What follows belongs to an exercise in optimizing a design on an open flow for small area; a production flow would make more cautious choices. Only simulation tests tie the RTL to the original design; equivalence was not proved. The clock input has no modelled driver; a real chip could not lean on it and would need a root buffer or a full tree. No activity file was given, so power comes from the tool's default toggle rates.

== run a ==
## top_czcjj
module top_czcjj(
	input sys_clk,
	input reset_n,
	input   [2:0]    key,
	output [3:0] seg_sel,
	output [7:0] seg_led
);
Size in the first run: roughly 100 flip-flops.
Settings: LEC_CHECK=0, CAP_MARGIN=20, CORE_MARGIN=2, CORE_UTILIZATION=40, PLACE_DENSITY=0.6, SLEW_MARGIN=20; clock period 14.0 ns.
standard.sh (not shown) runs the stock make flow with config.mk's settings and CLKGATE_MAP_FILE= SYNTH_SCRIPT=/design/flow/synth_recipe.tcl, a recipe that flattens the netlist after the stock synthesis.
==> flow/flow/run.sh <==
#!/bin/bash
# Own layout flow: the standard flow (standard.sh) with an area-oriented synthesis
# (own_synth.tcl), plain buf_1 cells as the port buffers and a clock tree without dummy loads.
set -euo pipefail
W=$(pwd)
F=$W/flow
export OWN_ABC_SCRIPT=$F/abc_area_min.script
CTS="-sink_clustering_enable -repair_clock_nets -dont_use_dummy_load -buf_list sky130_fd_sc_hd__clkbuf_8 -sink_clustering_size 30 -sink_clustering_max_diameter 150"
bash "$W/standard.sh" "SYNTH_SCRIPT=$F/own_synth.tcl" "ADDER_MAP_FILE=" \
  "BUFFER_PORTS_ARGS=-buffer_cell sky130_fd_sc_hd__buf_1" "CTS_ARGS=$CTS" finish > "$W/own_flow_make.log" 2>&1
==> flow/flow/abc_area_min.script <==
strash
&get -n
&fraig -x
&put
dc2
strash
&get -n
&dch -f
&nf -R 1000 -a
&put
==> flow/flow/own_synth.tcl <==
# Standard synthesis (synth_recipe.tcl) with two changes for area: full/half adder
# extraction is skipped, and ABC maps with an area-only script (no buffering or upsizing).
proc synth {args} { yosys synth -nofsm -noshare {*}$args }
proc extract_fa {args} { puts "own flow: extract_fa skipped" }
proc abc {args} {
  set out {}
  set skip 0
  foreach a $args {
    if { $skip } { set skip 0; continue }
    if { $a eq "-script" || $a eq "-constr" || $a eq "-D" } { set skip 1; continue }
    lappend out $a
  }
  puts "own flow: abc -script $::env(OWN_ABC_SCRIPT) $out"
  yosys abc -script $::env(OWN_ABC_SCRIPT) {*}$out
}
source $::env(SCRIPTS_DIR)/synth.tcl
# left out here: clear keep_hierarchy, flatten, clean up, hide names made inside functions, write 1_2_yosys.v
Per the final summary, run a finished and its layout is clean on timing, DRC and antenna.
Setup changes, run a to run b
==> flow/flow/run.sh <==
#!/bin/bash
# Own layout flow: the standard flow (standard.sh) with an area-oriented synthesis
# (own_synth.tcl), plain buf_1 cells as the port buffers and a small hand-built clock tree (manual_cts.tcl).
set -euo pipefail
W=$(pwd)
F=$W/flow
export OWN_ABC_SCRIPT=$F/abc_area_min.script
CTS_HOOK="PRE_CTS_TCL=$F/manual_cts.tcl"
bash "$W/standard.sh" "SYNTH_SCRIPT=$F/own_synth.tcl" "ADDER_MAP_FILE=" \
  "BUFFER_PORTS_ARGS=-buffer_cell sky130_fd_sc_hd__buf_1" "$CTS_HOOK" finish > "$W/own_flow_make.log" 2>&1
==> flow/flow/abc_area_min.script <==
strash
&get -n
&fraig -x
&put
dc2
strash
&get -n
&deepsyn -T 120
&put
strash
&get -n
&dch -f
&nf -R 1000 -a
&put
==> flow/flow/manual_cts.tcl (new file) <==
# PRE_CTS_TCL hook: replaces clock_tree_synthesis with a small hand-built clock tree.
# The clock port drives four buf_12 buffers; the flip-flops are split into four
# groups by location (median splits in x, then in y) and each group is driven by
# the buffer placed at its centre. Every flip-flop sees the same two-level path.
proc clock_tree_synthesis { args } {
  set block [ord::get_db_block]
  set db [ord::get_db]
  set clk [$block findNet sys_clk]
  set master [$db findMaster sky130_fd_sc_hd__buf_12]
  set sinks {}
  foreach it [$clk getITerms] {
    set inst [$it getInst]
    set loc [$inst getLocation]
    lappend sinks [list [lindex $loc 0] [lindex $loc 1] $it]
  }
  set n [llength $sinks]
  puts "manual cts: $n clock sinks"
  set byx [lsort -integer -index 0 $sinks]
  set h [expr {$n / 2}]
  set groups {}
  foreach half [list [lrange $byx 0 [expr {$h - 1}]] [lrange $byx $h end]] {
    set byy [lsort -integer -index 1 $half]
    set m [expr {[llength $byy] / 2}]
    lappend groups [lrange $byy 0 [expr {$m - 1}]]
    lappend groups [lrange $byy $m end]
  }
  set g 0
  foreach grp $groups {
    set sx 0; set sy 0
    foreach s $grp { incr sx [lindex $s 0]; incr sy [lindex $s 1] }
    set cx [expr {$sx / [llength $grp]}]
    set cy [expr {$sy / [llength $grp]}]
    set inst [odb::dbInst_create $block $master "clkbuf_man_$g"]
    set net [odb::dbNet_create $block "clknet_man_$g"]
    $net setSigType CLOCK
    foreach s $grp {
      set it [lindex $s 2]
      $it disconnect
      $it connect $net
    }
    [$inst findITerm A] connect $clk
    [$inst findITerm X] connect $net
    $inst setLocation $cx $cy
    $inst setPlacementStatus PLACED
    puts "manual cts: buffer $g drives [llength $grp] sinks at ($cx, $cy)"
    incr g
  }
  $clk setSigType CLOCK
  global_connect
  set_propagated_clock [all_clocks]
}
--- outcome ---
In the metrics for run a and run b, the one carrying the higher combinational power is run a.
Run b against run a: total routed wirelength increased 3.0%; final critical-path share of the clock period decreased 15 points.
In run b the design's own scripts or RTL, not TritonCTS, make the clock network.

========
## build 79
top_czcjj again, from the RTL that the note above started with.
==> flow/design.v (excerpt) <==
module top_czcjj(
	input sys_clk,
	input reset_n,
	input   [2:0]    key,
	output [3:0] seg_sel,
	output [7:0] seg_led
);
clock: 14.0 ns
lec_check: 0
cap_margin: 20
core_margin: 2
core_utilization: 40
place_density: 0.6
slew_margin: 20
==> flow/flow/run.sh <==
#!/bin/bash
# Own layout flow: the standard flow (standard.sh) with an area-oriented synthesis
# (own_synth.tcl), plain buf_1 cells as the port buffers and a small hand-built clock tree (manual_cts.tcl).
set -euo pipefail
W=$(pwd)
F=$W/flow
export OWN_ABC_SCRIPT=$F/abc_area_min.script
CTS_HOOK="PRE_CTS_TCL=$F/manual_cts.tcl"
# the platform's don't-use cells plus the larger buffers, so that repairs use small ones
DU="sky130_fd_sc_hd__probe_p_8 sky130_fd_sc_hd__probec_p_8 sky130_fd_sc_hd__lpflow_bleeder_1 sky130_fd_sc_hd__lpflow_clkbufkapwr_1 sky130_fd_sc_hd__lpflow_clkbufkapwr_16 sky130_fd_sc_hd__lpflow_clkbufkapwr_2 sky130_fd_sc_hd__lpflow_clkbufkapwr_4 sky130_fd_sc_hd__lpflow_clkbufkapwr_8 sky130_fd_sc_hd__lpflow_clkinvkapwr_1 sky130_fd_sc_hd__lpflow_clkinvkapwr_16 sky130_fd_sc_hd__lpflow_clkinvkapwr_2 sky130_fd_sc_hd__lpflow_clkinvkapwr_4 sky130_fd_sc_hd__lpflow_clkinvkapwr_8 sky130_fd_sc_hd__lpflow_decapkapwr_12 sky130_fd_sc_hd__lpflow_decapkapwr_3 sky130_fd_sc_hd__lpflow_decapkapwr_4 sky130_fd_sc_hd__lpflow_decapkapwr_6 sky130_fd_sc_hd__lpflow_decapkapwr_8 sky130_fd_sc_hd__lpflow_inputiso0n_1 sky130_fd_sc_hd__lpflow_inputiso0p_1 sky130_fd_sc_hd__lpflow_inputiso1n_1 sky130_fd_sc_hd__lpflow_inputiso1p_1 sky130_fd_sc_hd__lpflow_inputisolatch_1 sky130_fd_sc_hd__lpflow_isobufsrc_1 sky130_fd_sc_hd__lpflow_isobufsrc_16 sky130_fd_sc_hd__lpflow_isobufsrc_2 sky130_fd_sc_hd__lpflow_isobufsrc_4 sky130_fd_sc_hd__lpflow_isobufsrc_8 sky130_fd_sc_hd__lpflow_isobufsrckapwr_16 sky130_fd_sc_hd__lpflow_lsbuf_lh_hl_isowell_tap_1 sky130_fd_sc_hd__lpflow_lsbuf_lh_hl_isowell_tap_2 sky130_fd_sc_hd__lpflow_lsbuf_lh_hl_isowell_tap_4 sky130_fd_sc_hd__lpflow_lsbuf_lh_isowell_4 sky130_fd_sc_hd__lpflow_lsbuf_lh_isowell_tap_1 sky130_fd_sc_hd__lpflow_lsbuf_lh_isowell_tap_2 sky130_fd_sc_hd__lpflow_lsbuf_lh_isowell_tap_4 sky130_fd_sc_hd__buf_4 sky130_fd_sc_hd__buf_6 sky130_fd_sc_hd__buf_8 sky130_fd_sc_hd__buf_12 sky130_fd_sc_hd__buf_16 sky130_fd_sc_hd__bufbuf_8 sky130_fd_sc_hd__bufbuf_16 sky130_fd_sc_hd__clkbuf_4 sky130_fd_sc_hd__clkbuf_8 sky130_fd_sc_hd__clkbuf_16"
bash "$W/standard.sh" "SYNTH_SCRIPT=$F/own_synth.tcl" "ADDER_MAP_FILE=" \
  "BUFFER_PORTS_ARGS=-buffer_cell sky130_fd_sc_hd__buf_1" "$CTS_HOOK" "DONT_USE_CELLS=$DU" "SYNTH_OPERATIONS_ARGS=-noabc" finish > "$W/own_flow_make.log" 2>&1
==> flow/flow/abc_area_min.script <==
strash
&get -n
&fraig -x
&put
dc2
strash
&get -n
&deepsyn -T 240
&put
strash
&get -n
&dch -f
&nf -R 1000 -a
&put
==> flow/flow/manual_cts.tcl <==
# PRE_CTS_TCL hook: replaces clock_tree_synthesis with a small hand-built clock tree.
# The clock port drives four buf_12 buffers; the flip-flops are split into four
# groups by location (median splits in x, then in y) and each group is driven by
# the buffer placed at its centre. Every flip-flop sees the same two-level path.
proc clock_tree_synthesis { args } {
  set block [ord::get_db_block]
  set db [ord::get_db]
  set clk [$block findNet sys_clk]
  set master [$db findMaster sky130_fd_sc_hd__buf_12]
  set sinks {}
  foreach it [$clk getITerms] {
    set inst [$it getInst]
    set loc [$inst getLocation]
    lappend sinks [list [lindex $loc 0] [lindex $loc 1] $it]
  }
  set n [llength $sinks]
  puts "manual cts: $n clock sinks"
  set byx [lsort -integer -index 0 $sinks]
  set h [expr {$n / 2}]
  set groups {}
  foreach half [list [lrange $byx 0 [expr {$h - 1}]] [lrange $byx $h end]] {
    set byy [lsort -integer -index 1 $half]
    set m [expr {[llength $byy] / 2}]
    lappend groups [lrange $byy 0 [expr {$m - 1}]]
    lappend groups [lrange $byy $m end]
  }
  set g 0
  foreach grp $groups {
    set sx 0; set sy 0
    foreach s $grp { incr sx [lindex $s 0]; incr sy [lindex $s 1] }
    set cx [expr {$sx / [llength $grp]}]
    set cy [expr {$sy / [llength $grp]}]
    set inst [odb::dbInst_create $block $master "clkbuf_man_$g"]
    set net [odb::dbNet_create $block "clknet_man_$g"]
    $net setSigType CLOCK
    foreach s $grp {
      set it [lindex $s 2]
      $it disconnect
      $it connect $net
    }
    [$inst findITerm A] connect $clk
    [$inst findITerm X] connect $net
    $inst setLocation $cx $cy
    $inst setPlacementStatus PLACED
    puts "manual cts: buffer $g drives [llength $grp] sinks at ($cx, $cy)"
    incr g
  }
  $clk setSigType CLOCK
  global_connect
  set_propagated_clock [all_clocks]
}
Scripts as last shown in full above: flow/flow/own_synth.tcl
Build 79: all stages complete, timing, DRC and antenna checks passed
--- input diff build 79..build 90 ---
==> flow/flow/run.sh <==
#!/bin/bash
# Own layout flow: the standard flow (standard.sh) with an area-oriented synthesis
# (own_synth.tcl), plain buf_1 cells as the port buffers and a small hand-built clock tree (manual_cts.tcl).
set -euo pipefail
W=$(pwd)
F=$W/flow
export OWN_ABC_SCRIPT=$F/abc_area_min.script
CTS_HOOK="PRE_CTS_TCL=$F/manual_cts.tcl"
bash "$W/standard.sh" "SYNTH_SCRIPT=$F/own_synth.tcl" "ADDER_MAP_FILE=" \
  "BUFFER_PORTS_ARGS=-buffer_cell sky130_fd_sc_hd__buf_1" "$CTS_HOOK" finish > "$W/own_flow_make.log" 2>&1
==> flow/flow/abc_area_min.script <==
strash
&get -n
&fraig -x
&put
dc2
strash
&get -n
&deepsyn -T 120
&put
strash
&get -n
&dch -f
&nf -R 1000 -a
&put
-- flow/flow/manual_cts.tcl --
<<< build 79, line 1
# PRE_CTS_TCL hook: replaces clock_tree_synthesis with a small hand-built clock tree.
# The clock port drives four buf_12 buffers; the flip-flops are split into four
# groups by location (median splits in x, then in y) and each group is driven by
# the buffer placed at its centre. Every flip-flop sees the same two-level path.
>>> build 90, line 1
# PRE_CTS_TCL hook: replaces clock_tree_synthesis with a small hand-built clock tree.
# The clock port drives four clkbuf_16 buffers; the flip-flops are split into four
# groups by location (median splits in x, then in y) and each group is driven by
# the buffer placed at its centre. Every flip-flop sees the same two-level path.
<<< build 79, line 7
  set db [ord::get_db]
  set clk [$block findNet sys_clk]
  set master [$db findMaster sky130_fd_sc_hd__buf_12]
  set sinks {}
  foreach it [$clk getITerms] {
>>> build 90, line 7
  set db [ord::get_db]
  set clk [$block findNet sys_clk]
  set master [$db findMaster sky130_fd_sc_hd__clkbuf_16]
  set sinks {}
  foreach it [$clk getITerms] {
### Flow results
- Build 79 reports its library cell contributing the largest single delay on the critical path as nor4_2 while build 90 reports a211oi_1.
- Row area of the multi-input gates: build 90 higher / build 79 lower
- Build 90 ends up with a final routed wirelength across all metal layers that is about 2.1% higher than in build 79.
- Relative to build 79, cell count after synthesis has increased by 14 in build 90.
- Total chip power for build 90: 1.5% up relative to build 79
- In build 90, via count is higher than in build 79.
- Build 90 closes out successfully: all stages finished, all timing, DRC and antenna checks passed.
Inputs modified between build 90 and build 76:
==> flow/flow/run.sh <==
#!/bin/bash
# Own layout flow: the standard flow (standard.sh) with an area-oriented synthesis
# (own_synth.tcl), plain buf_1 cells as the port buffers and a clock tree without dummy loads.
set -euo pipefail
W=$(pwd)
F=$W/flow
export OWN_ABC_SCRIPT=$F/abc_area_min.script
CTS="-sink_clustering_enable -repair_clock_nets -dont_use_dummy_load -sink_clustering_size 24 -sink_clustering_max_diameter 100"
bash "$W/standard.sh" "SYNTH_SCRIPT=$F/own_synth.tcl" "ADDER_MAP_FILE=" \
  "BUFFER_PORTS_ARGS=-buffer_cell sky130_fd_sc_hd__buf_1" "CTS_ARGS=$CTS" finish > "$W/own_flow_make.log" 2>&1
removed: flow/flow/manual_cts.tcl
==> comparison <==
Looking at global-route wire length before repair, build 76 sits 1.9% higher than build 90 does. Where first-iteration DRC count is concerned, build 90 is outperformed by build 76. Going from build 90 to build 76, sequential share of layout area saw a decrease, wire length saw an increase, switching share of power saw an increase.
Input-level comparison between build 18 and build 76:
==> flow/flow/abc_area_min.script <==
strash
&get -n
&fraig -x
&put
dc2
strash
&get -n
&dch -f
&nf -R 1000 -a
&put
==> comparison <==
Summary of build 18 over build 76: share of final-layout standard cells stronger than drive strength 1 stayed essentially flat; data arrival at the endpoint of the critical path rose by 1.96 ns; multi-input logic cell count saw little to no change.
Delta (build 18 minus build 76): starting density of the core now sits lower, core outline area went up.
Routed wire length came out lower on build 18 than on build 76.
Final cell area: build 18 above build 76
On portion of total power attributed to the clock network, the higher figure sits with build 76, not build 18.
The run showing the greater slack of the critical path is build 76.
Build 18 vs. build 76: average vias per placed instance shows a reduction of 1.7%, synthesis-to-finish area growth went down 0.15 points.
For build 42, these inputs were changed with respect to build 18:
==> flow/flow/run.sh <==
#!/bin/bash
# Own layout flow: the standard flow (standard.sh) with an area-oriented synthesis
# (own_synth.tcl), plain buf_1 cells as the port buffers and a clock tree without dummy loads.
set -euo pipefail
W=$(pwd)
F=$W/flow
export OWN_ABC_SCRIPT=$F/abc_area_min.script
CTS="-sink_clustering_enable -repair_clock_nets -dont_use_dummy_load -root_buf sky130_fd_sc_hd__clkbuf_16 -buf_list sky130_fd_sc_hd__clkbuf_16 -sink_clustering_size 50 -sink_clustering_max_diameter 300"
bash "$W/standard.sh" "SYNTH_SCRIPT=$F/own_synth.tcl" "ADDER_MAP_FILE=" \
  "BUFFER_PORTS_ARGS=-buffer_cell sky130_fd_sc_hd__buf_1" "CTS_ARGS=$CTS" finish > "$W/own_flow_make.log" 2>&1
Results
The post-synthesis sequential element count of build 42 and that of build 18 are within noise of each other.
Taking build 18 over build 42, the first-iteration DRC count ratio works out to 0.944.
Diff build 18..build 42 | wire length of the first global-routing pass | negligible
In the reports for build 18 and build 42, the smaller relative contribution of combinational cells to total power belongs to build 42.
In build 79 and build 90 the design's own scripts or RTL, not TritonCTS, make the clock network.

## afterwards: timing with drivers on the ports
The results above use ideal ports. As a check the final layouts listed here were re-extracted and re-timed, cells and wires unchanged.
Step 1, drivers: a clkbuf_16 drives sys_clk and a buf_2 each remaining input, both assumed.
Step 2 moves the port delays by t, midway between the first and last clock arrival at a register: inputs arrive t later, outputs are due t later. That takes back most of the time a late clock gives input paths.
a / b / c = no drivers / after step 1 / after step 2; a / b = the first two.
| run | t (ns) | setup WS [ns] | pins driven straight from the clock port |
|---|---|---|---|
| run a | 0.385 | 6.801 / 6.801 / 6.801 | 1 |
| run b | 0.214 | 8.845 / 8.845 / 8.845 | 4 |
| build 79 | 0.216 | 8.633 / 8.634 / 8.634 | 4 |
| build 90 | 0.231 | 8.876 / 8.876 / 8.876 | 4 |
| build 76 | 0.391 | 8.823 / 8.823 / 8.823 | 1 |
| build 18 | 0.385 | 6.801 / 6.801 / 6.801 | 1 |
| build 42 | 0.367 | 6.793 / 6.793 / 6.793 | 1 |
After both steps setup and hold are still met in every run listed.
